Context: an optimization exercise on an open-source flow, tuned for small area. The choices shown serve that exercise and are no tape-out recipe.
At most, simulation tests tie the RTL to the original design; equivalence was not proved.
The RTL of runs 4 and 5 was laid out without a check of its function.
No activity file was given, so power comes from the tool's default toggle rates.

`run.sh`:
```
#!/bin/bash
# synth_recipe.tcl (not shown) runs the flow's synth.tcl, then flattens the netlist and writes it again
# the make line also repeats each setting of config.mk as NAME=value (left out here)
make -C /OpenROAD-flow-scripts/flow DESIGN_CONFIG=/design/flow/config.mk WORK_HOME=/design/flow/orfs CLKGATE_MAP_FILE= SYNTH_SCRIPT=/design/flow/synth_recipe.tcl finish
```
`config.mk`:
```
export PLATFORM = sky130hd
export DESIGN_NAME = axi_bridge
export DESIGN_NICKNAME = axi_bridge
export VERILOG_FILES = /design/flow/design.v
export SDC_FILE = /design/flow/constraint.sdc
export NUM_CORES = 4
export LEC_CHECK = 0
export ABC_AREA = 1
export CAP_MARGIN = 20
export CORE_MARGIN = 2
export CORE_UTILIZATION = 40
export CTS_BUF_LIST = sky130_fd_sc_hd__clkbuf_4 sky130_fd_sc_hd__clkbuf_8
export PLACE_DENSITY = 0.6
export SLEW_MARGIN = 20
```
`constraint.sdc`:
```
create_clock -name core_clock -period 5.0 [get_ports {axi_clk}]
set_input_delay 1.0000 -clock core_clock [delete_from_list [all_inputs] [get_ports {axi_clk}]]
set_output_delay 1.0000 -clock core_clock [all_outputs]
set_load 0.01 [all_outputs]
```
`design.v`:
```
`timescale 1ns/1ps
module axi_bridge (
    input               axi_clk         ,
    input               axi_rst         ,
    input     [31:00]   axi_araddr      ,
    input     [02:00]   axi_arprot      ,
    output reg          axi_arready     ,
    input               axi_arvalid     ,
    output reg[31:00]   axi_rdata       ,
    input               axi_rready      ,
    output    [01:00]   axi_rresp       ,
    output reg          axi_rvalid      ,
    input     [31:00]   axi_awaddr      ,
    input     [02:00]   axi_awprot      ,
    output reg          axi_awready     ,
    input               axi_awvalid     ,
    input     [31:00]   axi_wdata       ,
    output reg          axi_wready      ,
    input     [03:00]   axi_wstrb       ,
    input               axi_wvalid      ,
    input               axi_bready      ,
    output    [01:00]   axi_bresp       ,
    output reg          axi_bvalid      ,
    output reg[31:00]   user_rd_data0   ,
    output reg[31:00]   user_rd_data1   ,
    output reg[31:00]   user_rd_data2   ,
    output reg[31:00]   user_rd_data3   ,
    output reg[31:00]   user_rd_data4   ,
    output reg[31:00]   user_rd_data5   ,
    output reg[31:00]   user_rd_data6   ,
    output reg[31:00]   user_rd_data7   ,
    input     [31:00]   user_wr_data0   ,
    input     [31:00]   user_wr_data1   ,
    input     [31:00]   user_wr_data2   ,
    input     [31:00]   user_wr_data3   ,
    input     [31:00]   user_wr_data4   ,
    input     [31:00]   user_wr_data5   ,
    input     [31:00]   user_wr_data6   ,
    input     [31:00]   user_wr_data7
);
    assign axi_rresp = 2'b00;
    assign axi_bresp = 2'b00;
    reg [255:0] smp_a, smp_b;
    always @(posedge axi_clk) begin
        smp_a <= {user_wr_data7, user_wr_data6, user_wr_data5, user_wr_data4,
                  user_wr_data3, user_wr_data2, user_wr_data1, user_wr_data0};
        smp_b <= smp_a;
    end
    reg  [2:0]  wa;       
    reg         wa_ok;    
    reg [31:0]  write_data;
    reg         write_evt;
    always @(posedge axi_clk or posedge axi_rst) begin
        if (axi_rst) begin
            axi_awready <= 1'b1;
            wa          <= 3'd0;
            wa_ok       <= 1'b1;
        end else begin
            axi_awready <= ~axi_awvalid;
            if (axi_awready && axi_awvalid && axi_awprot == 3'b000) begin
                wa    <= axi_awaddr[4:2];
                wa_ok <= (axi_awaddr[15:5] == 11'd0);
            end
        end
    end
    always @(posedge axi_clk or posedge axi_rst) begin
        if (axi_rst) begin
            axi_wready <= 1'b1;
            write_evt  <= 1'b0;
        end else begin
            axi_wready <= ~axi_wvalid;
            write_evt  <= axi_wready && axi_wvalid && axi_wstrb == 4'hF;
        end
    end
    always @(posedge axi_clk) begin
        if (axi_wready && axi_wvalid && axi_wstrb == 4'hF)
            write_data <= axi_wdata;
    end
    always @(posedge axi_clk or posedge axi_rst) begin
        if (axi_rst)
            axi_bvalid <= 1'b0;
        else if (write_evt)
            axi_bvalid <= 1'b1;
        else if (axi_bready && axi_bvalid)
            axi_bvalid <= 1'b0;
    end
    wire commit = axi_bvalid && axi_bready && wa_ok;
    reg         c0, c1, c2;       
    reg         v0, v1, v2;       
    reg  [2:0]  a0, a1, a2;
    reg [31:0]  e0, e1, e2;
    always @(posedge axi_clk or posedge axi_rst) begin
        if (axi_rst) c0 <= 1'b1;
        else         c0 <= 1'b0;
    end
    always @(posedge axi_clk) begin
        v0 <= commit;
        a0 <= wa;
        e0 <= write_data;
        c1 <= c0; v1 <= v0; a1 <= a0; e1 <= e0;
        c2 <= c1; v2 <= v1; a2 <= a1; e2 <= e1;
    end
    wire [31:0] e2m = c2 ? 32'd0 : e2;
    wire [7:0]  ld;
    genvar gk;
    generate
        for (gk = 0; gk < 8; gk = gk + 1) begin : g_ld
            assign ld[gk] = c2 || (v2 && a2 == gk);
        end
    endgenerate
    always @(posedge axi_clk) begin
        if (ld[0]) user_rd_data0 <= e2m;
        if (ld[1]) user_rd_data1 <= e2m;
        if (ld[2]) user_rd_data2 <= e2m;
        if (ld[3]) user_rd_data3 <= e2m;
        if (ld[4]) user_rd_data4 <= e2m;
        if (ld[5]) user_rd_data5 <= e2m;
        if (ld[6]) user_rd_data6 <= e2m;
        if (ld[7]) user_rd_data7 <= e2m;
    end
    wire [2:0] rw_w  = axi_araddr[4:2];
    wire       rd_hi = axi_araddr[5];
    wire       rd_ok = (axi_araddr[15:6] == 10'd0);
    reg [31:0] ud_sel;
    always @(*) begin
        case (rw_w)
            3'd0: ud_sel = user_rd_data0;
            3'd1: ud_sel = user_rd_data1;
            3'd2: ud_sel = user_rd_data2;
            3'd3: ud_sel = user_rd_data3;
            3'd4: ud_sel = user_rd_data4;
            3'd5: ud_sel = user_rd_data5;
            3'd6: ud_sel = user_rd_data6;
            default: ud_sel = user_rd_data7;
        endcase
    end
    wire [31:0] smp_sel = smp_b[rw_w*32 +: 32];
    wire [31:0] rw_val =
        (commit && wa == rw_w) ? write_data :
        c0                     ? 32'd0 :
        (v0 && a0 == rw_w)     ? e0 :
        c1                     ? 32'd0 :
        (v1 && a1 == rw_w)     ? e1 :
        c2                     ? 32'd0 :
        (v2 && a2 == rw_w)     ? e2 :
                                 ud_sel;
    wire [31:0] rd_val = !rd_ok ? 32'd0 : rd_hi ? smp_sel : rw_val;
    reg        rd_evt;
    reg [31:0] rd_next;
    always @(posedge axi_clk)
        rd_next <= rd_val;
    always @(posedge axi_clk or posedge axi_rst) begin
        if (axi_rst) begin
            axi_arready <= 1'b1;
            rd_evt      <= 1'b0;
            axi_rvalid  <= 1'b0;
            axi_rdata   <= 32'd0;
        end else begin
            axi_arready <= ~axi_arvalid;
            rd_evt      <= axi_arready && axi_arvalid && axi_arprot == 3'b000;
            if (rd_evt)
                axi_rvalid <= 1'b1;
            else if (axi_rready && axi_rvalid)
                axi_rvalid <= 1'b0;
            if (rd_evt)
                axi_rdata <= rd_next;
        end
    end
endmodule
```
==> results of run 1 <==
-- through the flow --
stage          power [mW]  utilization  cell area, µm²  cells
6_report             17.1        0.545           41300   4556
4_1_cts              17.3        0.544           41300   4545
2_1_floorplan        9.37            -           30600   2756
5_1_grt              17.8        0.545           41300   4555
3_3_place_gp         10.1        0.500           37900   4265
3_5_place_dp         10.2        0.500           37900   4265
-- power by group --
| part | internal, mW | total (mW) | switching, mW |
|---|---|---|---|
| Clock | 3.95 | 7.14 | 3.19 |
| Combinational | 0.560 | 1.25 | 0.688 |
| Sequential | 8.60 | 8.75 | 0.149 |
| Total | 13.1 | 17.1 | 4.02 |
-- per-layer routing --
layer	up-vias	part of all wire
met5	-	0.00099
met4	16	0.038
met3	191	0.079
met2	922	0.47
met1	10200	0.41
li1	10400	-
-- how the worst min path moves through the flow --
stage,from,endpoint
2_1_floorplan,smp_a[0],smp_b[0]
3_3_place_gp,smp_a[177],smp_b[177]
3_5_place_dp,smp_a[101],smp_b[101]
4_1_cts,smp_a[118],smp_b[118]
5_1_grt,smp_a[252],smp_b[252]
6_report,smp_a[237],smp_b[237]
-- cells by family after synthesis --
family                    count (synthesis)
other                                     1
DFF                                     986
buffers and inverters                   257
AOI/OAI and AO/OA                       123
and+or+nand+nor                        1380
xor gates and xnor gates                  5
-- critical path, stage by stage --
cell     delay (ns)
buf_6          0.20
inv_4          0.45
buf_4          0.51
nand3_1        0.26
nand2_1        0.13
nor2_1         0.04
nand2_1        0.18
nand2_1        0.17
nand2_1        0.10
nand2_1        0.05
nand2_1        0.09
nand2_1        0.05
nand2_1        0.10
nand2_1        0.08
a21oi_1        0.16
-- placed cells by master, fill, tap and decap left out, types with 5 or more instances in the layout --
cell             instances
dfstp_2                  5
clkinv_2                19
clkbuf_4                51
a211o_1                 11
o21ai_1                 30
clkdlybuf4s50_1        622
o21ai_4                  8
dfrtp_1                 39
buf_4                   39
nor2_4                   6
buf_12                   8
clkbuf_8               180
nand4_1                119
dfxtp_1                653
nor4_1                   5
inv_1                  110
nor2_1                 193
a22oi_1                 22
nand2_1                893
edfxtp_1               288
a21oi_1                 43
conb_1                   5
nand3_1                150
diode_2                 10
clkinv_1                10
-- layout make-up --
class	instances	area, µm²
Fill cell	6489	34500
Sequential cell	986	22800
Multi-Input combinational cell	1513	6720
Timing Repair Buffer	672	6700
Clock buffer	231	2860
Tap cell	978	1220
Clock inverter	49	502
Inverter	117	445
Antenna cell	10	25.0
==> out/qor.txt, run 1 <==
final setup vio count -> 0
Die Wd -> 280 µm
Global Route Usage Sum -> 0.238
Req. time, crit path -> 5.72 ns
MaxCap Viol Count -> 0
IO buf count -> 625
final worst slack -> 2.01 ns
Clock transition at path regs -> 0.06 ns
LEAKAGE -> 17.4 nW
DRC errors left -> 0
hold_buf cts -> 0
Hold Vio Cnt, Final -> 0
final wirelength -> 95.2 mm
Hold Path Class -> flip-flop to flip-flop
Reg-to-Reg Start -> c2
Synth cell types -> 38
run status -> timing/DRC/antenna clean
Crit Path Class -> primary input to flip-flop
Final GP Congestion -> 0.895
share of async-settable or async-resettable flops after synthesis -> 0.0446
CTS max path bufs -> 3
fin nets -> 3813
main combinational cell family by area after synthesis -> simple AND/OR/NAND/NOR gates
post-CTS resize count -> 0
count leader, synth -> nand2_1
multiplexer share of the synthesized area -> 0
Initial Utilization -> 0.403
simple-gate share of the synthesized area -> 0.189
unrepaired setup endpoints after global routing -> no
R2R depth -> 4
synthesized area per cell -> 11.1 µm²
Top Registers -> smp_a: 256 flops, smp_b: 256 flops
Ys Warns -> 1
Skew-Pair Late Insertion Delay -> 0.80 ns
fmax -> 334 MHz
Syn-to-layout area delta -> 35.3%
Mapped Area -> 30500 µm²
Crit Reg-Reg Endpoint -> user_rd_data2[16]
CTS tree -> yes
xor/xnor share of the synthesized area -> 0.00143
initial antenna violation count -> 18
Critical Path Start Type -> primary input
dpl hpwl -> 67.2 mm
# clock sinks -> 986
largest net degree at the start of global routing -> 113
H-Tree Depth -> 4
Root Driver -> clkbuf_8
number of enable flip-flop cells after synthesis -> 288
Synth top area share -> 0.429
via count -> 21800
pre-CTS WS -> 1.21 ns
CP endpoint kind -> flip-flop
Die Ht -> 280 µm
Syn Inst Count -> 2752
Slew @ Worst Pin -> 0.960 ns
mean routed wirelength per cell -> 20.9 µm
Cell Pwr Density -> 415 nW/µm²
period utilisation layout -> 0.598
# rows -> 101
synth cell count leaders -> nand2_1, dfxtp_1, edfxtp_1
synthesis-stage register bit count -> 986
R2R setup slack -> 2.64 ns
Core ar. -> 75800 µm²
Setup crit end -> rd_next[12]
Synth area leader -> dfxtp_1
I/O pins -> 666
Top Usage Layer GRT -> met2
worst hold stages -> 0
layout cells sized above 1 -> 0.100
DR vias/cell -> 4.78
global-route wire length before repair -> 137 mm
Slew headroom -> 0.358
final setup TNS -> 0 ns
Final min period -> 2.99 ns
peak supply drop -> 0.324 mV
Clock Skew -> 0.0459 ns
met3 global-route usage -> 0.0660
met2 global-route usage -> 0.385
DRT iter0 DRCs -> 1572
crit path max fanout -> 49
first-pass iteration count of the detailed router -> 5
ranking of synthesized cells by area -> dfxtp_1, edfxtp_1, nand2_1, dfrtp_1, nand3_1
critical path launch point -> axi_araddr[4]
M1 GR Usage -> 0.294
total CTS buffers -> 154
Seq/Total Area, Yosys -> 0.748
Die ar. -> 78600 µm²
post-CTS setup buffers -> 0
Final ANT Viol Nets -> 0
Post-Synth Adder-Cell Area -> 0
Main synth FF type -> dfxtp_1
hold slack -> 0.314 ns
vias in the first global route -> 22100
Max Slew Vio Count -> 0
GRT Residual Overflow -> 0
WP data arrival -> 3.71 ns
Compound-Gate Fraction of Synth Area -> 0.0236
==> inputs of run 2 (changes only) <==
==> config.mk (replaced) <==
export PLATFORM = sky130hd
export DESIGN_NAME = axi_bridge
export DESIGN_NICKNAME = axi_bridge
export VERILOG_FILES = /design/flow/design.v
export SDC_FILE = /design/flow/constraint.sdc
export NUM_CORES = 4
export LEC_CHECK = 0
export CAP_MARGIN = 20
export CORE_MARGIN = 2
export CORE_UTILIZATION = 40
export PLACE_DENSITY = 0.6
export SLEW_MARGIN = 20
==> run 2 against run 1 <==
Register-to-register slack got worse by 0.32 ns. Routed wire length down 11%. Critical path depth decreased by 8. Clock skew shrank 0.016 ns. Synthesized area is 1.7% lower. Worst setup slack worse by 0.28 ns. Sequential share of layout area grew 1.4 points. Non-clock buffer count down 23. First-iteration DRC count shrank 4.4%. Flip-flop and latch count stayed put. Design area shrank 2.4%.
==> out/qor.txt, run 2 <==
DR vias/cell -> 5.03 (was 4.78)
Final GP Congestion -> 0.861 (was 0.895)
GRT Residual Overflow -> 0 (unchanged)
Seq/Total Area, Yosys -> 0.761 (was 0.748)
Die ar. -> 77200 µm² (was 78600 µm²)
Syn-to-layout area delta -> 34.3% (was 35.3%)
first-pass iteration count of the detailed router -> 6 (was 5)
Synth area leader -> dfxtp_1 (unchanged)
R2R setup slack -> 2.32 ns (was 2.64 ns)
period utilisation layout -> 0.655 (was 0.598)
number of enable flip-flop cells after synthesis -> 288 (unchanged)
Inst Count DP -> 3379 (was 4265)
Die Ht -> 278 µm (was 280 µm)
Synth cell types -> 60 (was 38)
Slew @ Worst Pin -> 1.14 ns (was 0.960 ns)
I/O pins -> 666 (unchanged)
Top Registers -> smp_a: 256 flops, smp_b: 256 flops (unchanged)
DRC errors left -> 0 (unchanged)
Synth top area share -> 0.436 (was 0.429)
CP endpoint kind -> flip-flop (unchanged)
# rows -> 100 (was 101)
most frequent cells in the layout -> dfxtp_1, clkdlybuf4s50_1, edfxtp_1 (was nand2_1, dfxtp_1, clkdlybuf4s50_1)
# clock sinks -> 986 (unchanged)
total CTS buffers -> 95 (was 154)
count leader, synth -> dfxtp_1 (was nand2_1)
ranking of synthesized cells by area -> dfxtp_1, edfxtp_1, mux4_2, dfrtp_1, mux2_2 (was dfxtp_1, edfxtp_1, nand2_1, dfrtp_1, nand3_1)
unrepaired setup endpoints after global routing -> no (unchanged)
post-CTS resize count -> 0 (unchanged)
critical path launch point -> axi_araddr[2] (was axi_araddr[4])
Critical Path Start Type -> primary input (unchanged)
synthesis-stage register bit count -> 986 (unchanged)
pre-CTS WS -> 1.14 ns (was 1.21 ns)
fin util -> 0.543 (was 0.545)
Hold Vio Cnt, Final -> 0 (unchanged)
vias in the first global route -> 18300 (was 22100)
Mapped Area -> 30000 µm² (was 30500 µm²)
Final min period -> 3.28 ns (was 2.99 ns)
final setup vio count -> 0 (unchanged)
Core ar. -> 74300 µm² (was 75800 µm²)
final setup TNS -> 0 ns (unchanged)
via count -> 17900 (was 21800)
Slew headroom -> 0.236 (was 0.358)
dpl hpwl -> 60.2 mm (was 67.2 mm)
Skew-Pair Late Insertion Delay -> 0.66 ns (was 0.80 ns)
CTS tree -> yes (unchanged)
final wirelength -> 84.8 mm (was 95.2 mm)
H-Tree Depth -> 3 (was 4)
fmax -> 305 MHz (was 334 MHz)
Die Wd -> 278 µm (was 280 µm)
most common cell after layout, fill and taps aside -> dfxtp_1 (was nand2_1)
IO buf count -> 625 (unchanged)
Global Route Usage Sum -> 0.214 (was 0.238)
synth cell count leaders -> dfxtp_1, edfxtp_1, nand2_1 (was nand2_1, dfxtp_1, edfxtp_1)
LEAKAGE -> 15.1 nW (was 17.4 nW)
Setup crit end -> rd_next[22] (was rd_next[12])
Initial Utilization -> 0.404 (was 0.403)
crit path max fanout -> 59 (was 49)
global-route wire length before repair -> 122 mm (was 137 mm)
Ys Warns -> 1 (unchanged)
hold_buf cts -> 0 (unchanged)
final worst slack -> 1.72 ns (was 2.01 ns)
WP data arrival -> 3.77 ns (was 3.71 ns)
Max Slew Vio Count -> 0 (unchanged)
Main synth FF type -> dfxtp_1 (unchanged)
hold slack -> 0.311 ns (was 0.314 ns)
Reg-to-Reg Start -> a2[0] (was c2)
initial antenna violation count -> 7 (was 18)
mean routed wirelength per cell -> 23.8 µm (was 20.9 µm)
Clock Skew -> 0.0299 ns (was 0.0459 ns)
Crit Path Class -> primary input to flip-flop (unchanged)
synthesized area per cell -> 16.0 µm² (was 11.1 µm²)
peak supply drop -> 0.306 mV (was 0.324 mV)
Syn Inst Count -> 1876 (was 2752)
CTS max path bufs -> 3 (unchanged)
layout cells sized above 1 -> 0.147 (was 0.100)
Cell Pwr Density -> 421 nW/µm² (was 415 nW/µm²)
Crit Reg-Reg Endpoint -> rd_next[18] (was user_rd_data2[16])
largest net degree at the start of global routing -> 116 (was 113)
post-CTS setup buffers -> 0 (unchanged)
Hold Path Class -> flip-flop to flip-flop (unchanged)
DRT iter0 DRCs -> 1503 (was 1572)
share of async-settable or async-resettable flops after synthesis -> 0.0446 (unchanged)
Clock transition at path regs -> 0.06 ns (about the same)
MaxCap Viol Count -> 0 (unchanged)
fin cells -> 3558 (was 4556)
R2R depth -> 7 (was 4)
fin nets -> 2876 (was 3813)
run status -> timing/DRC/antenna clean (unchanged)
Req. time, crit path -> 5.49 ns (was 5.72 ns)
Final ANT Viol Nets -> 0 (unchanged)
Root Driver -> clkbuf_16 (was clkbuf_8)
run 2: final cells by class:
| type | count | area (µm²) |
|---|---|---|
| fillers | 6026 | 34000 |
| flip-flops and latches | 986 | 22900 |
| multi-input cells | 737 | 6470 |
| repair buffers | 649 | 6460 |
| clock buffers | 138 | 2760 |
| well taps | 969 | 1210 |
| clock inverters | 39 | 412 |
| inverters | 38 | 143 |
| diodes | 2 | 5.00 |
run 2: through the flow:
step | instance area [µm²] | total power, mW
floorplan | 30000 | 9.34
global placement | 37100 | 10.0
detailed placement | 37100 | 10.1
CTS | 40300 | 17.2
global route | 40300 | 17.6
finish | 40300 | 17.0
run 2: report_power, final:
part / switching (mW) / internal [mW]
logic: 0.522 / 0.604
clock network: 3.02 / 4.09
registers: 0.164 / 8.60
total: 3.71 / 13.3
run 2: worst max-delay path: stages:
cell and delay [ns]:
buf_6 0.39, and2_0 0.52, nand2_1 0.72, o21ai_0 0.39
o21ai_0 0.20, o211ai_1 0.37, a211oi_2 0.11
run 2: cell families (layout without fill, tap and decap cells):
| kind of cell | count (synthesis) | in the layout | synth area share |
|---|---|---|---|
| flip-flops | 986 | 986 | 0.761 |
| AO/OA/AOI/OAI | 395 | 395 | 0.109 |
| AND/OR/NAND/NOR | 207 | 207 | 0.0328 |
| buffers and inverters | 157 | 864 | 0.0251 |
| multiplexers | 118 | 118 | 0.0683 |
| XOR/XNOR | 12 | 12 | 0.00375 |
| other | 1 | 7 | 0.000125 |
run 2: layer usage:
| layer | up-vias | global-route usage | routed length [µm] |
|---|---|---|---|
| met5 | - | 0 | 63 |
| li1 | 8199 | - | - |
| met3 | 133 | 0.0501 | 6060 |
| met2 | 733 | 0.356 | 41100 |
| met4 | 10 | 0.0693 | 2210 |
| met1 | 8814 | 0.275 | 35300 |
run 2: how the worst min path moves through the flow:
stage                          start    endpoint  depth (start not counted)
after CTS                 smp_a[224]  smp_b[224]                          0
after global routing      smp_a[224]  smp_b[224]                          0
after detailed placement  smp_a[186]  smp_b[186]                          0
after floorplan             smp_a[0]    smp_b[0]                          0
after global placement     smp_a[73]   smp_b[73]                          0
final                     smp_a[224]  smp_b[224]                          0
==> inputs of run 3 (changes only) <==
==> flow/run.sh (new file) <==
#!/bin/bash
# Standard layout, with the smallest buffer on the ports.
set -euo pipefail
export BUFFER_PORTS_ARGS="-buffer_cell sky130_fd_sc_hd__buf_1"
bash standard.sh finish > flow_make.log 2>&1
==> standard.sh (new file) <==
#!/bin/bash
# synth_recipe.tcl (not shown) runs the flow's synth.tcl, then flattens the netlist and writes it again
# the make line also repeats each setting of config.mk as NAME=value (left out here)
make -C /OpenROAD-flow-scripts/flow DESIGN_CONFIG=/design/flow/config.mk WORK_HOME=/design/flow/orfs CLKGATE_MAP_FILE= SYNTH_SCRIPT=/design/flow/synth_recipe.tcl "${@:-finish}"
--- a/config.mk
+++ b/config.mk
@@ -5,8 +5,10 @@
 export SDC_FILE = /design/flow/constraint.sdc
 export NUM_CORES = 4
 export LEC_CHECK = 0
+export ABC_AREA = 1
 export CAP_MARGIN = 20
 export CORE_MARGIN = 2
 export CORE_UTILIZATION = 40
+export CTS_BUF_LIST = sky130_fd_sc_hd__clkbuf_4 sky130_fd_sc_hd__clkbuf_8
 export PLACE_DENSITY = 0.6
 export SLEW_MARGIN = 20
removed: run.sh
==> run 3 against run 2 <==
Still clean. Synthesized area increased by 1.8%. First-iteration DRC count down 10%. Global-route usage increased by 1.7 points. Count of clock-buffer cells in the layout is 102 higher. Clock skew grew 0.021 ns. Die area is 1.7% higher. Design area decreased by 7.4%. Synthesized cell count is 47% higher. Combinational power shrank 16%. Register-to-register slack gained 0.03 ns. Critical endpoint is now rd_next[13]. Largest cell class unchanged.
==> out/qor.txt, run 3 <==
run status -> timing/DRC/antenna clean (unchanged)
most common cell after layout, fill and taps aside -> nand2_1 (was dfxtp_1)
post-CTS setup buffers -> 0 (unchanged)
fmax -> 351 MHz (was 305 MHz)
Die ar. -> 78600 µm² (was 77200 µm²)
pre-CTS WS -> 1.27 ns (was 1.14 ns)
peak supply drop -> 0.301 mV (was 0.306 mV)
Inst Count DP -> 4260 (was 3379)
Initial Utilization -> 0.403 (was 0.404)
final worst slack -> 2.15 ns (was 1.72 ns)
crit-path max cell delay -> 0.74 ns (was 0.72 ns)
mean routed wirelength per cell -> 20.3 µm (was 23.8 µm)
global-route wire length before repair -> 132 mm (was 122 mm)
Seq/Total Area, Yosys -> 0.748 (was 0.761)
Hold Path Class -> primary input to flip-flop (was flip-flop to flip-flop)
CTS tree -> yes (unchanged)
WP data arrival -> 3.55 ns (was 3.77 ns)
Final min period -> 2.85 ns (was 3.28 ns)
Final GP Congestion -> 0.834 (was 0.861)
share of async-settable or async-resettable flops after synthesis -> 0.0446 (unchanged)
final wirelength -> 92.3 mm (was 84.8 mm)
fin cells -> 4544 (was 3558)
Global Route Usage Sum -> 0.231 (was 0.214)
CP max stage cell -> nor3_4 (was nand2_1)
Slew headroom -> 0.367 (was 0.236)
fin util -> 0.492 (was 0.543)
I/O pins -> 666 (unchanged)
via count -> 21400 (was 17900)
DR vias/cell -> 4.72 (was 5.03)
Clock transition at path regs -> 0.06 ns (about the same)
hold_buf cts -> 0 (unchanged)
total CTS buffers -> 154 (was 95)
Core ar. -> 75800 µm² (was 74300 µm²)
Slew @ Worst Pin -> 0.948 ns (was 1.14 ns)
met2 WL -> 43.0 mm (was 41.1 mm)
fin nets -> 3808 (was 2876)
Main synth FF type -> dfxtp_1 (unchanged)
first-pass iteration count of the detailed router -> 9 (was 6)
number of enable flip-flop cells after synthesis -> 288 (unchanged)
largest net degree at the start of global routing -> 72 (was 116)
final setup vio count -> 0 (unchanged)
Cell Pwr Density -> 451 nW/µm² (was 421 nW/µm²)
Syn-to-layout area delta -> 22.2% (was 34.3%)
overall power -> 16.8 mW (was 17.0 mW)
Root Driver -> clkbuf_8 (was clkbuf_16)
H-Tree Depth -> 4 (was 3)
Die Ht -> 280 µm (was 278 µm)
CP endpoint kind -> flip-flop (unchanged)
Synth top area share -> 0.429 (was 0.436)
synth cell count leaders -> nand2_1, dfxtp_1, edfxtp_1 (was dfxtp_1, edfxtp_1, nand2_1)
count leader, synth -> nand2_1 (was dfxtp_1)
synthesized area per cell -> 11.1 µm² (was 16.0 µm²)
Skew-Pair Late Insertion Delay -> 0.82 ns (was 0.66 ns)
R2R setup slack -> 2.35 ns (was 2.32 ns)
Hold Vio Cnt, Final -> 0 (unchanged)
Worst Hold End -> smp_a[39] (was smp_b[224])
Reg-to-Reg Start -> c2 (was a2[0])
dpl hpwl -> 63.9 mm (was 60.2 mm)
# rows -> 101 (was 100)
crit-path most repeated cell -> nand2_1 (was o21ai_0)
R2R depth -> 3 (was 7)
Top Registers -> smp_a: 256 flops, smp_b: 256 flops (unchanged)
DRC errors left -> 0 (unchanged)
# clock sinks -> 986 (unchanged)
CTS max path bufs -> 3 (unchanged)
crit path max fanout -> 20 (was 59)
Clock Skew -> 0.0512 ns (was 0.0299 ns)
initial antenna violation count -> 17 (was 7)
Max Slew Vio Count -> 0 (unchanged)
met1 WL -> 39.1 mm (was 35.3 mm)
ranking of synthesized cells by area -> dfxtp_1, edfxtp_1, nand2_1, dfrtp_1, nand3_1 (was dfxtp_1, edfxtp_1, mux4_2, dfrtp_1, mux2_2)
min-delay src -> user_wr_data1[7] (was smp_a[224])
GRT Residual Overflow -> 0 (unchanged)
Critical Path Start Type -> primary input (unchanged)
Fill cells -> 7080 (was 6026)
most frequent cells in the layout -> nand2_1, dfxtp_1, buf_1 (was dfxtp_1, clkdlybuf4s50_1, edfxtp_1)
Final ANT Viol Nets -> 0 (unchanged)
period utilisation layout -> 0.570 (was 0.655)
IO buf count -> 625 (unchanged)
DRT iter0 DRCs -> 1348 (was 1503)
Top Layer Used -> met5 (unchanged)
Req. time, crit path -> 5.70 ns (was 5.49 ns)
unrepaired setup endpoints after global routing -> no (unchanged)
post-CTS resize count -> 0 (unchanged)
LEAKAGE -> 15.7 nW (was 15.1 nW)
synthesis-stage register bit count -> 986 (unchanged)
worst hold stages -> 1 (was 0)
MaxCap Viol Count -> 0 (unchanged)
Mapped Area -> 30500 µm² (was 30000 µm²)
Die Wd -> 280 µm (was 278 µm)
Ys Warns -> 1 (unchanged)
Seq. cell area -> 22800 µm² (was 22900 µm²)
final setup TNS -> 0 ns (unchanged)
Crit Reg-Reg Endpoint -> user_rd_data2[15] (was rd_next[18])
Multi-input gate area -> 6720 µm² (was 6470 µm²)
Synth area leader -> dfxtp_1 (unchanged)
Critical Path, Cell by Cell -> clkbuf_2 > inv_2 > o22ai_1 > nor3_4 > buf_4 > nand2_1 > nand2_1 > nand2_1 > nand2_1 > nand2_1 > a21oi_1 (was buf_6 > and2_0 > nand2_1 > o21ai_0 > o21ai_0 > o211ai_1 > a211oi_2)
Met3 Wirelength -> 6.98 mm (was 6.06 mm)
Syn Inst Count -> 2752 (was 1876)
layout cells sized above 1 -> 0.0981 (was 0.147)
Synth cell types -> 38 (was 60)
vias in the first global route -> 20800 (was 18300)
Crit Path Class -> primary input to flip-flop (unchanged)
run 3: cell types whose count changed after synthesis, moves of 39 or more:
cell     change
buf_2       +39
inv_1       +74
mux2_2      -45
mux4_2      -65
nand2_1    +799
nand3_1    +140
nand4_1    +117
nor2_1     +163
o21ai_0     -61
run 3: final cells by class:
cell class	count	share of cell area
repair buffers	667	0.0731
flip-flops and latches	986	0.612
well taps	978	0.0328
clock inverters	34	0.0106
inverters	117	0.0119
diodes	9	0.000603
multi-input cells	1513	0.180
clock buffers	240	0.0789
run 3: stage by stage:
| step | area [µm²] | hold WS, ns |
|---|---|---|
| 2_1_floorplan | 30600 | 0.310 |
| 3_3_place_gp | 33900 | 0.310 |
| 3_5_place_dp | 33900 | 0.312 |
| 4_1_cts | 37300 | 0.198 |
| 5_1_grt | 37300 | 0.211 |
| 6_report | 37300 | 0.267 |
run 3: critical path: cells and delay by family:
family	cells	cell delay [ns]
buffers and inverters	3	1.03
AO/OA/AOI/OAI	2	0.39
AND/OR/NAND/NOR	6	1.12
run 3: worst max-delay path by stage:
stage,depth (start not counted),endpoint,startpoint,slack (ns)
after CTS,11,rd_next[12],axi_araddr[3],2.14
after detailed placement,11,rd_next[12],axi_araddr[3],1.27
after floorplan,3,user_rd_data0[0],a2[2],1.80
after global routing,11,rd_next[8],axi_araddr[3],1.94
final,11,rd_next[13],axi_araddr[3],2.15
after global placement,11,rd_next[12],axi_araddr[3],1.33
run 3: per-layer routing:
| layer | GRT usage | up-vias |
|---|---|---|
| li1 | - | 10400 |
| met5 | 0 | - |
| met1 | 0.291 | 9940 |
| met3 | 0.0664 | 207 |
| met2 | 0.371 | 875 |
| met4 | 0.0953 | 22 |
run 3: kinds of logic after synthesis:
| kind of cell | Yosys count | synth area share |
|---|---|---|
| buffers and inverters | 257 | 0.0373 |
| AO/OA/AOI/OAI | 123 | 0.0236 |
| flip-flops | 986 | 0.748 |
| other | 1 | 0.000123 |
| AND/OR/NAND/NOR | 1380 | 0.189 |
| XOR/XNOR | 5 | 0.00143 |
run 3: power by group:
| part | total, mW | internal [mW] | leakage, nW | switching [mW] |
|---|---|---|---|---|
| logic | 0.948 | 0.265 | 4.93 | 0.683 |
| clock network | 7.13 | 3.97 | 1.77 | 3.16 |
| registers | 8.74 | 8.60 | 8.99 | 0.141 |
==> inputs of run 4 (changes only) <==
--- a/design.v
+++ b/design.v
@@ -121,30 +121,29 @@
     wire [2:0] rw_w  = axi_araddr[4:2];
     wire       rd_hi = axi_araddr[5];
     wire       rd_ok = (axi_araddr[15:6] == 10'd0);
-    reg [31:0] ud_sel;
+    wire        rd_lo   = rd_ok && !rd_hi;
+    wire        hit_c   = commit && wa == rw_w;
+    wire        hit_0   = v0 && a0 == rw_w;
+    wire        hit_1   = v1 && a1 == rw_w;
+    wire        hit_2   = v2 && a2 == rw_w;
+    wire        sel_c   = rd_lo && hit_c;
+    wire        sel_0   = rd_lo && !hit_c && !c0 && hit_0;
+    wire        sel_1   = rd_lo && !hit_c && !c0 && !hit_0 && !c1 && hit_1;
+    wire        sel_2   = rd_lo && !hit_c && !c0 && !hit_0 && !c1 && !hit_1 && !c2 && hit_2;
+    wire        sel_y   = rd_lo && !hit_c && !c0 && !hit_0 && !c1 && !hit_1 && !c2 && !hit_2;
+    wire        sel_b   = rd_ok && rd_hi;
+    wire [255:0] ud_all = {user_rd_data7, user_rd_data6, user_rd_data5, user_rd_data4,
+                           user_rd_data3, user_rd_data2, user_rd_data1, user_rd_data0};
+    reg [31:0] rd_val;
+    integer k;
     always @(*) begin
-        case (rw_w)
-            3'd0: ud_sel = user_rd_data0;
-            3'd1: ud_sel = user_rd_data1;
-            3'd2: ud_sel = user_rd_data2;
-            3'd3: ud_sel = user_rd_data3;
-            3'd4: ud_sel = user_rd_data4;
-            3'd5: ud_sel = user_rd_data5;
-            3'd6: ud_sel = user_rd_data6;
-            default: ud_sel = user_rd_data7;
-        endcase
+        rd_val = ({32{sel_c}} & write_data) | ({32{sel_0}} & e0) |
+                 ({32{sel_1}} & e1) | ({32{sel_2}} & e2);
+        for (k = 0; k < 8; k = k + 1) begin
+            rd_val = rd_val | ({32{sel_y && rw_w == k}} & ud_all[k*32 +: 32])
+                            | ({32{sel_b && rw_w == k}} & smp_b[k*32 +: 32]);
+        end
     end
-    wire [31:0] smp_sel = smp_b[rw_w*32 +: 32];
-    wire [31:0] rw_val =
-        (commit && wa == rw_w) ? write_data :
-        c0                     ? 32'd0 :
-        (v0 && a0 == rw_w)     ? e0 :
-        c1                     ? 32'd0 :
-        (v1 && a1 == rw_w)     ? e1 :
-        c2                     ? 32'd0 :
-        (v2 && a2 == rw_w)     ? e2 :
-                                 ud_sel;
-    wire [31:0] rd_val = !rd_ok ? 32'd0 : rd_hi ? smp_sel : rw_val;
     reg        rd_evt;
     reg [31:0] rd_next;
     always @(posedge axi_clk)
==> config.mk (replaced) <==
export PLATFORM = sky130hd
export DESIGN_NAME = axi_bridge
export DESIGN_NICKNAME = axi_bridge
export VERILOG_FILES = /design/flow/design.v
export SDC_FILE = /design/flow/constraint.sdc
export NUM_CORES = 4
export LEC_CHECK = 0
export CAP_MARGIN = 20
export CORE_MARGIN = 2
export CORE_UTILIZATION = 40
export CTS_CLUSTER_DIAMETER = 100
export CTS_CLUSTER_SIZE = 30
export PLACE_DENSITY = 0.6
export SLEW_MARGIN = 20
==> run 4 against run 3 <==
Synthesized area fell by 4.2%. Via count decreased by 18%. Cell count down 25%. Sequential share of layout area grew 5.8 points. Highest routed layer unchanged. Routed wire length increased by 0.61%. Critical path depth shrank 4. Synthesized cell count fell by 35%. Worst setup slack got worse by 0.81 ns. Register-to-register slack worse by 0.21 ns. Count of clock-buffer cells in the layout is 184 lower.
==> out/qor.txt, run 4 <==
Crit Path Class -> primary input to flip-flop (unchanged)
Hold Path Class -> primary input to async pin (was primary input to flip-flop)
largest net degree at the start of global routing -> 44 (was 72)
Worst Path Buf+Inv -> 1 (was 3)
Synth cell types -> 75 (was 38)
fin util -> 0.469 (was 0.492)
crit path max fanout -> 14 (was 20)
Skew-Pair Late Insertion Delay -> 0.62 ns (was 0.82 ns)
CP max stage cell -> nor3_4 (unchanged)
total CTS buffers -> 42 (was 154)
synthesized area per cell -> 16.2 µm² (was 11.1 µm²)
Max Slew Vio Count -> 0 (unchanged)
Root Driver -> clkbuf_16 (was clkbuf_8)
Final Cell Area -> 34100 µm² (was 37300 µm²)
count leader, synth -> dfxtp_1 (was nand2_1)
Main synth FF type -> dfxtp_1 (unchanged)
instance count on the critical path -> 7 (was 11)
fin nets -> 2799 (was 3808)
Post-DP Area -> 32800 µm² (was 33900 µm²)
Ys Warns -> 1 (unchanged)
WP data arrival -> 4.22 ns (was 3.55 ns)
Synth area leader -> dfxtp_1 (unchanged)
most frequent cells in the layout -> dfxtp_1, buf_1, edfxtp_1 (was nand2_1, dfxtp_1, buf_1)
ranking of synthesized cells by area -> dfxtp_1, edfxtp_1, dfrtp_1, mux2_2, mux2i_1 (was dfxtp_1, edfxtp_1, nand2_1, dfrtp_1, nand3_1)
final setup vio count -> 0 (unchanged)
Clock transition at path regs -> 0.11 ns (was 0.06 ns)
Mapped Area -> 29200 µm² (was 30500 µm²)
I/O pins -> 666 (unchanged)
number of enable flip-flop cells after synthesis -> 288 (unchanged)
Slew @ Worst Pin -> 1.14 ns (was 0.948 ns)
Core ar. -> 72700 µm² (was 75800 µm²)
DRC errors left -> 0 (unchanged)
final wirelength -> 92.9 mm (was 92.3 mm)
DR vias/cell -> 5.11 (was 4.72)
Synth top area share -> 0.448 (was 0.429)
post-CTS resize count -> 0 (unchanged)
# clock sinks -> 986 (unchanged)
period utilisation layout -> 0.731 (was 0.570)
fmax -> 273 MHz (was 351 MHz)
Req. time, crit path -> 5.56 ns (was 5.70 ns)
unrepaired setup endpoints after global routing -> no (unchanged)
Syn-to-layout area delta -> 16.7% (was 22.2%)
Top Registers -> smp_a: 256 flops, smp_b: 256 flops (unchanged)
first-pass iteration count of the detailed router -> 8 (was 9)
# rows -> 99 (was 101)
Reg-to-Reg Start -> wa_ok (was c2)
Multi-input gate area -> 5920 µm² (was 6720 µm²)
most common cell after layout, fill and taps aside -> dfxtp_1 (was nand2_1)
run status -> timing/DRC/antenna clean (unchanged)
synthesis-stage register bit count -> 986 (unchanged)
global-route wire length before repair -> 126 mm (was 132 mm)
LEAKAGE -> 12.7 nW (was 15.7 nW)
Slew headroom -> 0.237 (was 0.367)
Initial Utilization -> 0.402 (was 0.403)
H-Tree Depth -> 2 (was 4)
CP delay by family, top -> simple AND/OR/NAND/NOR gates (unchanged)
peak supply drop -> 0.316 mV (was 0.301 mV)
Global Route Usage Sum -> 0.240 (was 0.231)
Final GP Congestion -> 0.846 (was 0.834)
Critical Path, Cell by Cell -> buf_1 > or4_1 > nor4_4 > nand4b_2 > nor3_4 > a222oi_1 > nand4_1 (was clkbuf_2 > inv_2 > o22ai_1 > nor3_4 > buf_4 > nand2_1 > nand2_1 > nand2_1 > nand2_1 > nand2_1 > a21oi_1)
DRT iter0 DRCs -> 1436 (was 1348)
Final ANT Viol Nets -> 0 (unchanged)
Critical Path Start Type -> primary input (unchanged)
hold_buf cts -> 0 (unchanged)
Fill cells -> 6411 (was 7080)
Die Wd -> 274 µm (was 280 µm)
mean routed wirelength per cell -> 27.1 µm (was 20.3 µm)
Final min period -> 3.66 ns (was 2.85 ns)
IO buf count -> 625 (unchanged)
critical path launch point -> axi_araddr[15] (was axi_araddr[3])
MaxCap Viol Count -> 0 (unchanged)
CTS tree -> yes (unchanged)
Seq/Total Area, Yosys -> 0.781 (was 0.748)
vias in the first global route -> 17000 (was 20800)
GRT Residual Overflow -> 0 (unchanged)
crit-path max cell delay -> 0.93 ns (was 0.74 ns)
Clock Skew -> 0.0269 ns (was 0.0512 ns)
layout cells sized above 1 -> 0.103 (was 0.0981)
Syn Inst Count -> 1802 (was 2752)
Hold Vio Cnt, Final -> 0 (unchanged)
initial antenna violation count -> 23 (was 17)
dpl hpwl -> 68.8 mm (was 63.9 mm)
synth cell count leaders -> dfxtp_1, edfxtp_1, nand2_1 (was nand2_1, dfxtp_1, edfxtp_1)
R2R depth -> 6 (was 3)
Cell Pwr Density -> 401 nW/µm² (was 451 nW/µm²)
CP endpoint kind -> flip-flop (unchanged)
post-CTS setup buffers -> 0 (unchanged)
final setup TNS -> 0 ns (unchanged)
Die Ht -> 274 µm (was 280 µm)
via count -> 17500 (was 21400)
Seq. cell area -> 22900 µm² (was 22800 µm²)
Die ar. -> 75300 µm² (was 78600 µm²)
share of async-settable or async-resettable flops after synthesis -> 0.0446 (unchanged)
CTS max path bufs -> 3 (unchanged)
-- run 4: layout make-up --
class / count / share of cell area
clock buffers: 56 / 0.0330
repair buffers: 674 / 0.0806
clock inverters: 14 / 0.00572
inverters: 15 / 0.00165
well taps: 959 / 0.0352
diodes: 8 / 0.000587
multi-input cells: 711 / 0.174
flip-flops and latches: 986 / 0.670
-- run 4: path summary, 6_finish.rpt --
path / to / slack, ns
max: rd_next[5] / 1.34
min: axi_bvalid / 0.20
max reg2reg: rd_next[25] / 2.14
min reg2reg: smp_b[145] / 0.32
max in group asynchronous: axi_rdata[2] / 3.85
min in group core_clock: smp_b[145] / 0.32
-- run 4: logic make-up after synthesis --
kind of cell / count (synthesis) / share of synthesized area
AOI/OAI and AO/OA: 267 / 0.0700
xor gates and xnor gates: 12 / 0.00359
buffers and inverters: 109 / 0.0192
DFF: 986 / 0.781
muxes: 184 / 0.0806
other: 1 / 0.000128
and+or+nand+nor: 243 / 0.0452
-- run 4: stage by stage --
stage          instances  hold WS [ns]  setup slack, ns  total power, mW
2_1_floorplan       1806         0.310             2.11             9.26
3_5_place_dp        3345         0.312            0.700             9.71
6_report            3423         0.204             1.34             13.7
3_3_place_gp        3345         0.312            0.794             9.69
4_1_cts             3415         0.179             1.37             13.8
5_1_grt             3421         0.184             1.20             14.2
-- run 4: report_power, final --
part / switching [mW] / leakage, nW / internal (mW)
Sequential: 0.149 / 8.98 / 8.58
Combinational: 0.507 / 3.05 / 0.284
Clock: 2.50 / 0.630 / 1.68
-- run 4: metal layers --
layer  vias to the layer above  part of all wire  GRT usage
li1                       7866                 -          -
met1                      8731              0.41      0.310
met2                       763              0.49      0.405
met3                       126             0.072     0.0528
met4                        22             0.026     0.0671
met5                         -            0.0015          0
-- run 4: worst register-to-register path, delay by kind of cell, from the launching register on --
kind,cells,cell delay [ns]
and+or+nand+nor,3,1.59
AOI/OAI and AO/OA,3,0.68
DFF,1,0.55
==> inputs of run 5 (changes only) <==
==> flow/run.sh (replaced) <==
#!/bin/bash
# Standard layout, with the smallest buffer on the ports and a clock tree
# of larger sink clusters without dummy loads.
set -euo pipefail
export BUFFER_PORTS_ARGS="-buffer_cell sky130_fd_sc_hd__buf_1"
export CTS_ARGS="-sink_clustering_enable -repair_clock_nets -dont_use_dummy_load -sink_clustering_size 30 -sink_clustering_max_diameter 100"
bash standard.sh finish > flow_make.log 2>&1
--- a/config.mk
+++ b/config.mk
@@ -8,7 +8,5 @@
 export CAP_MARGIN = 20
 export CORE_MARGIN = 2
 export CORE_UTILIZATION = 40
-export CTS_CLUSTER_DIAMETER = 100
-export CTS_CLUSTER_SIZE = 30
 export PLACE_DENSITY = 0.6
 export SLEW_MARGIN = 20
==> run 5 against run 4 <==
Still clean on timing, DRC and antenna. Synthesized cell count unchanged. Synthesized area is the same. Count of clock-buffer cells in the layout decreased by 14. Total power fell by 2.7%. Sequential power is essentially flat. Maximum frequency is 0.93% lower. Highest routed layer unchanged.
==> out/qor.txt, run 5 <==
count leader, synth -> dfxtp_1 (unchanged)
Main synth FF type -> dfxtp_1 (unchanged)
Max Slew Vio Count -> 0 (unchanged)
ranking of synthesized cells by area -> dfxtp_1, edfxtp_1, dfrtp_1, mux2_2, mux2i_1 (unchanged)
fin nets -> 2799 (unchanged)
initial antenna violation count -> 23 (unchanged)
most common cell after layout, fill and taps aside -> dfxtp_1 (unchanged)
synthesis-stage register bit count -> 986 (unchanged)
vias in the first global route -> 17100 (was 17000)
Die Wd -> 274 µm (unchanged)
Die ar. -> 75300 µm² (unchanged)
Cell Pwr Density -> 394 nW/µm² (was 401 nW/µm²)
CTS max path bufs -> 3 (unchanged)
Final min period -> 3.69 ns (was 3.66 ns)
Req. time, crit path -> 5.53 ns (was 5.56 ns)
Seq/Total Area, Yosys -> 0.781 (unchanged)
Slew @ Worst Pin -> 1.14 ns (about the same)
WP data arrival -> 4.22 ns (about the same)
via count -> 17500 (about the same)
instance count on the critical path -> 7 (unchanged)
Global Route Usage Sum -> 0.239 (was 0.240)
R2R depth -> 6 (unchanged)
Skew-Pair Late Insertion Delay -> 0.61 ns (was 0.62 ns)
Synth top area share -> 0.448 (unchanged)
Top Registers -> smp_a: 256 flops, smp_b: 256 flops (unchanged)
CP endpoint kind -> flip-flop (unchanged)
MaxCap Viol Count -> 0 (unchanged)
H-Tree Depth -> 2 (unchanged)
R2R setup slack -> 2.18 ns (was 2.14 ns)
Syn-to-layout area delta -> 15.8% (was 16.7%)
DR vias/cell -> 5.14 (was 5.11)
Synth area leader -> dfxtp_1 (unchanged)
final setup vio count -> 0 (unchanged)
Die Ht -> 274 µm (unchanged)
met2 global-route usage -> 0.406 (was 0.405)
run status -> timing/DRC/antenna clean (unchanged)
total CTS buffers -> 42 (unchanged)
fmax -> 271 MHz (was 273 MHz)
CP delay by family, top -> simple AND/OR/NAND/NOR gates (unchanged)
synth cell count leaders -> dfxtp_1, edfxtp_1, nand2_1 (unchanged)
Crit Reg-Reg Endpoint -> rd_next[25] (unchanged)
post-CTS resize count -> 0 (unchanged)
Final GP Congestion -> 0.846 (unchanged)
DRC errors left -> 0 (unchanged)
global-route wire length before repair -> 126 mm (about the same)
Syn Inst Count -> 1802 (unchanged)
fin util -> 0.466 (was 0.469)
hold_buf cts -> 0 (unchanged)
Reg-to-Reg Start -> wa_ok (unchanged)
Synth cell types -> 75 (unchanged)
Mapped Area -> 29200 µm² (unchanged)
Hold Path Class -> primary input to async pin (unchanged)
mean routed wirelength per cell -> 27.3 µm (was 27.1 µm)
post-CTS setup buffers -> 0 (unchanged)
met3 global-route usage -> 0.0545 (was 0.0528)
first-pass iteration count of the detailed router -> 6 (was 8)
IO buf count -> 625 (unchanged)
Root Driver -> clkbuf_16 (unchanged)
most frequent cells in the layout -> dfxtp_1, buf_1, edfxtp_1 (unchanged)
GRT Residual Overflow -> 0 (unchanged)
CTS tree -> yes (unchanged)
layout cells sized above 1 -> 0.0988 (was 0.103)
synthesized area per cell -> 16.2 µm² (unchanged)
Critical Path Start Type -> primary input (unchanged)
DRT iter0 DRCs -> 1551 (was 1436)
Top Usage Layer GRT -> met2 (unchanged)
Core ar. -> 72700 µm² (unchanged)
Clock transition at path regs -> 0.11 ns (about the same)
share of async-settable or async-resettable flops after synthesis -> 0.0446 (unchanged)
Initial Utilization -> 0.402 (unchanged)
Clock Skew -> 0.0710 ns (was 0.0269 ns)
crit-path max cell delay -> 0.92 ns (was 0.93 ns)
Ys Warns -> 1 (unchanged)
Worst Path Buf+Inv -> 1 (unchanged)
CP max stage cell -> nor3_4 (unchanged)
peak supply drop -> 0.316 mV (about the same)
final wirelength -> 92.9 mm (about the same)
I/O pins -> 666 (unchanged)
Critical Path, Cell by Cell -> buf_1 > or4_1 > nor4_4 > nand4b_2 > nor3_4 > a222oi_1 > nand4_1 (unchanged)
M1 GR Usage -> 0.308 (was 0.310)
Slew headroom -> 0.243 (was 0.237)
final setup TNS -> 0 ns (unchanged)
Hold Vio Cnt, Final -> 0 (unchanged)
dpl hpwl -> 68.8 mm (unchanged)
# rows -> 99 (unchanged)
Final ANT Viol Nets -> 0 (unchanged)
Crit Path Class -> primary input to flip-flop (unchanged)
crit path max fanout -> 14 (unchanged)
LEAKAGE -> 12.6 nW (was 12.7 nW)
unrepaired setup endpoints after global routing -> no (unchanged)
largest net degree at the start of global routing -> 44 (unchanged)
# clock sinks -> 986 (unchanged)
period utilisation layout -> 0.738 (was 0.731)
number of enable flip-flop cells after synthesis -> 288 (unchanged)
## run 5: cell counts after synthesis
Identical to the previous run, type by type.
## run 5: worst max-delay path by stage
stage | endpoint | startpoint
global placement | rd_next[5] | axi_araddr[15]
CTS | rd_next[5] | axi_araddr[15]
floorplan | write_data[0] | axi_wstrb[2]
finish | rd_next[5] | axi_araddr[15]
global route | rd_next[5] | axi_araddr[15]
detailed placement | rd_next[5] | axi_araddr[15]
## run 5: layout make-up
type | instances | area (µm²)
clock buffer | 42 | 1050
fill | 6436 | 38900
antenna | 11 | 27.5
inverter | 15 | 56.3
sequential | 986 | 22900
tap | 959 | 1200
multi-input combinational | 711 | 5920
timing repair buffer | 674 | 2750
## run 5: logic make-up (layout without fill, tap and decap cells)
family | after synthesis | in the layout | synth area share
flip-flops | 986 | 986 | 0.781
AO/OA/AOI/OAI | 267 | 267 | 0.0700
AND/OR/NAND/NOR | 243 | 243 | 0.0452
multiplexers | 184 | 184 | 0.0806
buffers and inverters | 109 | 731 | 0.0192
XOR/XNOR | 12 | 12 | 0.00359
other | 1 | 16 | 0.000128
## run 5: layer usage
| layer | wire length, µm | part of all wire |
|---|---|---|
| met1 | 38000 | 0.41 |
| met2 | 45700 | 0.49 |
| met3 | 6650 | 0.072 |
| met4 | 2390 | 0.026 |
| met5 | 137 | 0.0015 |
## run 5: power breakdown
part,leakage [nW],total [mW],switching [mW],internal (mW)
combinational,3.05,0.790,0.506,0.284
sequential,8.98,8.73,0.148,8.58
clock,0.518,3.81,2.29,1.52
total,12.6,13.3,2.94,10.4
## run 5: through the flow
stage               setup WS [ns]  instances  cell area, µm²  hold slack [ns]  power, mW
finish                       1.31       3398           33900            0.234       13.3
global route                 1.15       3393           33800            0.214       13.8
CTS                          1.33       3387           33800            0.203       13.4
detailed placement          0.700       3345           32800            0.312       9.71
global placement            0.794       3345           32800            0.312       9.69
floorplan                    2.11       1806           29300            0.310       9.26
==> inputs of run 6 (changes only) <==
--- a/design.v
+++ b/design.v
@@ -121,33 +121,35 @@
     wire [2:0] rw_w  = axi_araddr[4:2];
     wire       rd_hi = axi_araddr[5];
     wire       rd_ok = (axi_araddr[15:6] == 10'd0);
-    wire        rd_lo   = rd_ok && !rd_hi;
-    wire        hit_c   = commit && wa == rw_w;
-    wire        hit_0   = v0 && a0 == rw_w;
-    wire        hit_1   = v1 && a1 == rw_w;
-    wire        hit_2   = v2 && a2 == rw_w;
-    wire        sel_c   = rd_lo && hit_c;
-    wire        sel_0   = rd_lo && !hit_c && !c0 && hit_0;
-    wire        sel_1   = rd_lo && !hit_c && !c0 && !hit_0 && !c1 && hit_1;
-    wire        sel_2   = rd_lo && !hit_c && !c0 && !hit_0 && !c1 && !hit_1 && !c2 && hit_2;
-    wire        sel_y   = rd_lo && !hit_c && !c0 && !hit_0 && !c1 && !hit_1 && !c2 && !hit_2;
-    wire        sel_b   = rd_ok && rd_hi;
-    wire [255:0] ud_all = {user_rd_data7, user_rd_data6, user_rd_data5, user_rd_data4,
-                           user_rd_data3, user_rd_data2, user_rd_data1, user_rd_data0};
-    reg [31:0] rd_val;
-    integer k;
-    always @(*) begin
-        rd_val = ({32{sel_c}} & write_data) | ({32{sel_0}} & e0) |
-                 ({32{sel_1}} & e1) | ({32{sel_2}} & e2);
-        for (k = 0; k < 8; k = k + 1) begin
-            rd_val = rd_val | ({32{sel_y && rw_w == k}} & ud_all[k*32 +: 32])
-                            | ({32{sel_b && rw_w == k}} & smp_b[k*32 +: 32]);
-        end
+    wire       rd_lo = rd_ok && !rd_hi;
+    wire       hit_c = commit && wa == rw_w;
+    wire       hit_0 = v0 && a0 == rw_w;
+    wire       hit_1 = v1 && a1 == rw_w;
+    reg [31:0] smp_w;
+    reg        q_b, q_e0, q_e1, q_e2;
+    reg  [7:0] q_y;
+    reg        rd_evt;
+    always @(posedge axi_clk) begin
+        smp_w <= smp_b[rw_w*32 +: 32];
+        q_b   <= rd_ok && rd_hi;
+        q_e0  <= rd_lo && hit_c;
+        q_e1  <= rd_lo && !hit_c && !c0 && hit_0;
+        q_e2  <= rd_lo && !hit_c && !c0 && !hit_0 && !c1 && hit_1;
+        q_y   <= {8{rd_lo && !hit_c && !c0 && !hit_0 && !c1 && !hit_1}} & (8'd1 << rw_w);
     end
-    reg        rd_evt;
-    reg [31:0] rd_next;
-    always @(posedge axi_clk)
-        rd_next <= rd_val;
+    wire [31:0] rd_val =
+        ({32{q_b}}    & smp_w) |
+        ({32{q_e0}}   & e0) |
+        ({32{q_e1}}   & e1) |
+        ({32{q_e2}}   & e2) |
+        ({32{q_y[0]}} & user_rd_data0) |
+        ({32{q_y[1]}} & user_rd_data1) |
+        ({32{q_y[2]}} & user_rd_data2) |
+        ({32{q_y[3]}} & user_rd_data3) |
+        ({32{q_y[4]}} & user_rd_data4) |
+        ({32{q_y[5]}} & user_rd_data5) |
+        ({32{q_y[6]}} & user_rd_data6) |
+        ({32{q_y[7]}} & user_rd_data7);
     always @(posedge axi_clk or posedge axi_rst) begin
         if (axi_rst) begin
             axi_arready <= 1'b1;
@@ -162,7 +164,7 @@
             else if (axi_rready && axi_rvalid)
                 axi_rvalid <= 1'b0;
             if (rd_evt)
-                axi_rdata <= rd_next;
+                axi_rdata <= rd_val;
         end
     end
 endmodule
==> flow/run.sh (replaced) <==
#!/bin/bash
set -euo pipefail
export BUFFER_PORTS_ARGS="-buffer_cell sky130_fd_sc_hd__buf_1"
export CTS_ARGS="-sink_clustering_enable -repair_clock_nets -dont_use_dummy_load -sink_clustering_size 36 -sink_clustering_max_diameter 60"
bash standard.sh finish > flow_make.log 2>&1
==> run 6 against run 5 <==
Critical path type unchanged. Maximum frequency is 52% higher. Still clean. Via count decreased by 8.9%. Hold slack improved by 0.059 ns. Critical endpoint is now q_y[7]. Largest power group unchanged. First-iteration DRC count down 4.3%.
==> out/qor.txt, run 6 <==
run status -> timing/DRC/antenna clean (unchanged)
Syn Inst Count -> 1565 (was 1802)
Synth cell types -> 33 (was 75)
Critical Path Start Type -> primary input (unchanged)
layout cells sized above 1 -> 0.0918 (was 0.0988)
I/O pins -> 666 (unchanged)
post-CTS setup buffers -> 0 (unchanged)
# clock sinks -> 998 (was 986)
DRT iter0 DRCs -> 1484 (was 1551)
CP endpoint kind -> flip-flop (unchanged)
Main synth FF type -> dfxtp_1 (unchanged)
CP max stage cell -> or4_1 (was nor3_4)
CTS tree -> yes (unchanged)
IO buf count -> 625 (unchanged)
Die Wd -> 268 µm (was 274 µm)
Root Driver -> clkbuf_16 (unchanged)
Final Cell Area -> 32700 µm² (was 33900 µm²)
# rows -> 96 (was 99)
fmax -> 412 MHz (was 271 MHz)
DR vias/cell -> 5.10 (was 5.14)
Syn-to-layout area delta -> 17.0% (was 15.8%)
Critical Path, Cell by Cell -> clkbuf_4 > xnor2_1 > and4_1 > or4_1 > nor4_1 (was buf_1 > or4_1 > nor4_4 > nand4b_2 > nor3_4 > a222oi_1 > nand4_1)
via count -> 15900 (was 17500)
CTS max path bufs -> 3 (unchanged)
count leader, synth -> dfxtp_1 (unchanged)
Crit Path Class -> primary input to flip-flop (unchanged)
Post-DP Area -> 31400 µm² (was 32800 µm²)
period utilisation layout -> 0.485 (was 0.738)
H-Tree Depth -> 2 (unchanged)
final wirelength -> 79.4 mm (was 92.9 mm)
GRT Residual Overflow -> 0 (unchanged)
most frequent cells in the layout -> dfxtp_1, buf_1, edfxtp_1 (unchanged)
LEAKAGE -> 11.7 nW (was 12.6 nW)
synthesis-stage register bit count -> 998 (was 986)
WP data arrival -> 2.91 ns (was 4.22 ns)
Hold Vio Cnt, Final -> 0 (unchanged)
fin nets -> 2560 (was 2799)
Final ANT Viol Nets -> 0 (unchanged)
post-CTS resize count -> 0 (unchanged)
final worst slack -> 2.57 ns (was 1.31 ns)
Global Route Usage Sum -> 0.214 (was 0.239)
Ys Warns -> 1 (unchanged)
crit-path max cell delay -> 0.69 ns (was 0.92 ns)
synthesized area per cell -> 17.9 µm² (was 16.2 µm²)
ranking of synthesized cells by area -> dfxtp_1, edfxtp_1, mux4_2, dfrtp_1, a22oi_1 (was dfxtp_1, edfxtp_1, dfrtp_1, mux2_2, mux2i_1)
Worst Path Buf+Inv -> 1 (unchanged)
Clock transition at path regs -> 0.11 ns (about the same)
global-route wire length before repair -> 110 mm (was 126 mm)
Synth area leader -> dfxtp_1 (unchanged)
Slew @ Worst Pin -> 1.17 ns (was 1.14 ns)
Top Registers -> smp_a: 256 flops, smp_b: 256 flops (unchanged)
Final GP Congestion -> 0.855 (was 0.846)
total CTS buffers -> 52 (was 42)
CP delay by family, top -> simple AND/OR/NAND/NOR gates (unchanged)
pre-CTS WS -> 1.95 ns (was 0.700 ns)
Req. time, crit path -> 5.49 ns (was 5.53 ns)
Initial Utilization -> 0.406 (was 0.402)
vias in the first global route -> 16100 (was 17100)
share of async-settable or async-resettable flops after synthesis -> 0.0441 (was 0.0446)
initial antenna violation count -> 6 (was 23)
Max Slew Vio Count -> 0 (unchanged)
Seq/Total Area, Yosys -> 0.826 (was 0.781)
peak supply drop -> 0.328 mV (was 0.316 mV)
Hold Path Class -> flip-flop to flip-flop (was primary input to async pin)
Fill cells -> 6008 (was 6436)
unrepaired setup endpoints after global routing -> no (unchanged)
Mapped Area -> 27900 µm² (was 29200 µm²)
Core ar. -> 68800 µm² (was 72700 µm²)
Slew headroom -> 0.222 (was 0.243)
final setup vio count -> 0 (unchanged)
Die Ht -> 268 µm (was 274 µm)
dpl hpwl -> 55.1 mm (was 68.8 mm)
DRC errors left -> 0 (unchanged)
mean routed wirelength per cell -> 25.4 µm (was 27.3 µm)
MaxCap Viol Count -> 0 (unchanged)
Synth top area share -> 0.477 (was 0.448)
Die ar. -> 72000 µm² (was 75300 µm²)
most common cell after layout, fill and taps aside -> dfxtp_1 (unchanged)
number of enable flip-flop cells after synthesis -> 288 (unchanged)
Skew-Pair Late Insertion Delay -> 0.63 ns (was 0.61 ns)
largest net degree at the start of global routing -> 66 (was 44)
synth cell count leaders -> dfxtp_1, edfxtp_1, a22oi_1 (was dfxtp_1, edfxtp_1, nand2_1)
hold_buf cts -> 0 (unchanged)
Final min period -> 2.43 ns (was 3.69 ns)
final setup TNS -> 0 ns (unchanged)
crit path max fanout -> 40 (was 14)
Clock Skew -> 0.0466 ns (was 0.0710 ns)
Cell Pwr Density -> 425 nW/µm² (was 394 nW/µm²)
first-pass iteration count of the detailed router -> 5 (was 6)
run 6: worst register-to-register path: cells and delay by family (launching register included):
family          cells  cell delay [ns]
compound gates      1             0.62
buf+inv             1             0.46
flops               1             0.75
run 6: cells by family (layout without fill, tap and decap cells):
| group | Yosys count | count (layout) | synth area share |
|---|---|---|---|
| buffers and inverters | 83 | 703 | 0.0123 |
| xor gates and xnor gates | 9 | 9 | 0.00282 |
| muxes | 99 | 99 | 0.0657 |
| AOI/OAI and AO/OA | 203 | 203 | 0.0592 |
| and+or+nand+nor | 172 | 172 | 0.0335 |
| other | 1 | 8 | 0.000134 |
| DFF | 998 | 998 | 0.826 |
run 6: per-layer routing:
layer	global-route usage	vias to the layer above	share of wire
li1	-	7029	-
met1	0.259	7987	0.38
met2	0.367	755	0.50
met3	0.0571	144	0.085
met4	0.0761	4	0.036
met5	0	-	0.00033
run 6: power breakdown:
part	switching (mW)	leakage (nW)	internal, mW
registers	0.228	9.03	8.77
clock network	2.32	0.641	1.85
logic	0.434	2.06	0.303
run 6: through the flow:
stage | util | std cells | hold WS [ns] | power, mW
6_report | 0.475 | 3123 | 0.293 | 13.9
5_1_grt | 0.475 | 3121 | 0.299 | 14.4
4_1_cts | 0.475 | 3120 | 0.297 | 14.0
3_5_place_dp | 0.456 | 3068 | 0.312 | 9.93
3_3_place_gp | 0.456 | 3068 | 0.311 | 9.91
2_1_floorplan | - | 1569 | 0.310 | 9.45
run 6: path summary, 6_finish.rpt:
check                              startpoint           endpoint  slack, ns  depth (start not counted)
min in group asynchronous             axi_rst         axi_rvalid       0.59                          3
worst max register to register             c2  user_rd_data7[25]       2.79                          2
worst max-delay path            axi_araddr[3]             q_y[7]       2.57                          5
worst min register to register     smp_a[168]         smp_b[168]       0.29                          0
worst min-delay path               smp_a[168]         smp_b[168]       0.29                          0
max in group asynchronous             axi_rst      axi_rdata[21]       3.69                          3
run 6: final cells by class:
| class | instances | area [µm²] | share of cell area |
|---|---|---|---|
| clock buffers | 52 | 1300 | 0.0398 |
| flip-flops and latches | 998 | 23100 | 0.707 |
| inverters | 10 | 38.8 | 0.00119 |
| well taps | 931 | 1160 | 0.0356 |
| multi-input cells | 488 | 4590 | 0.140 |
| diodes | 3 | 7.51 | 0.000230 |
| repair buffers | 641 | 2490 | 0.0761 |

separate check: timing with driven ports:
How much do the figures lean on ideal ports? The routed layouts below were timed once more, with nothing changed but the port constraints.
Step 1 (the two cells are an assumption about what drives the block):
set clk [get_ports {axi_clk}]
set_driving_cell -lib_cell sky130_fd_sc_hd__clkbuf_16 $clk
set_driving_cell -lib_cell sky130_fd_sc_hd__buf_2 [delete_from_list [all_inputs] $clk]
Step 2 times the ports against the registers' clock, not the clock port: input delays grow and output delays shrink by t, the midpoint of the rising clock arrivals with the driver on.
Slacks: no drivers / after step 1 / after step 2; pairs: no drivers / after step 1.
| run | t (ns) | setup slack, ns | worst hold slack (ns) | pins driven straight from the clock port |
|---|---|---|---|---|
| run 1 | 0.843 | 2.008 / 2.023 / 1.180 | 0.314 / 0.314 / 0.314 | 1 |
| run 2 | 0.703 | 1.724 / 1.750 / 1.047 | 0.311 / 0.311 / 0.311 | 1 |
| run 3 | 0.855 | 2.151 / 2.150 / 1.295 | 0.267 / 0.230 / 0.319 | 1 |
| run 4 | 0.676 | 1.343 / 1.373 / 0.697 | 0.204 / 0.163 / 0.322 | 1 |
| run 5 | 0.645 | 1.308 / 1.338 / 0.693 | 0.234 / 0.194 / 0.292 | 1 |
| run 6 | 0.663 | 2.574 / 2.598 / 1.947 | 0.293 / 0.293 / 0.293 | 1 |
After both steps setup and hold are still met in every run listed. The setup slack of run 3, which loses most, moves by -0.001 ns with the drivers and by -0.856 ns with both steps.
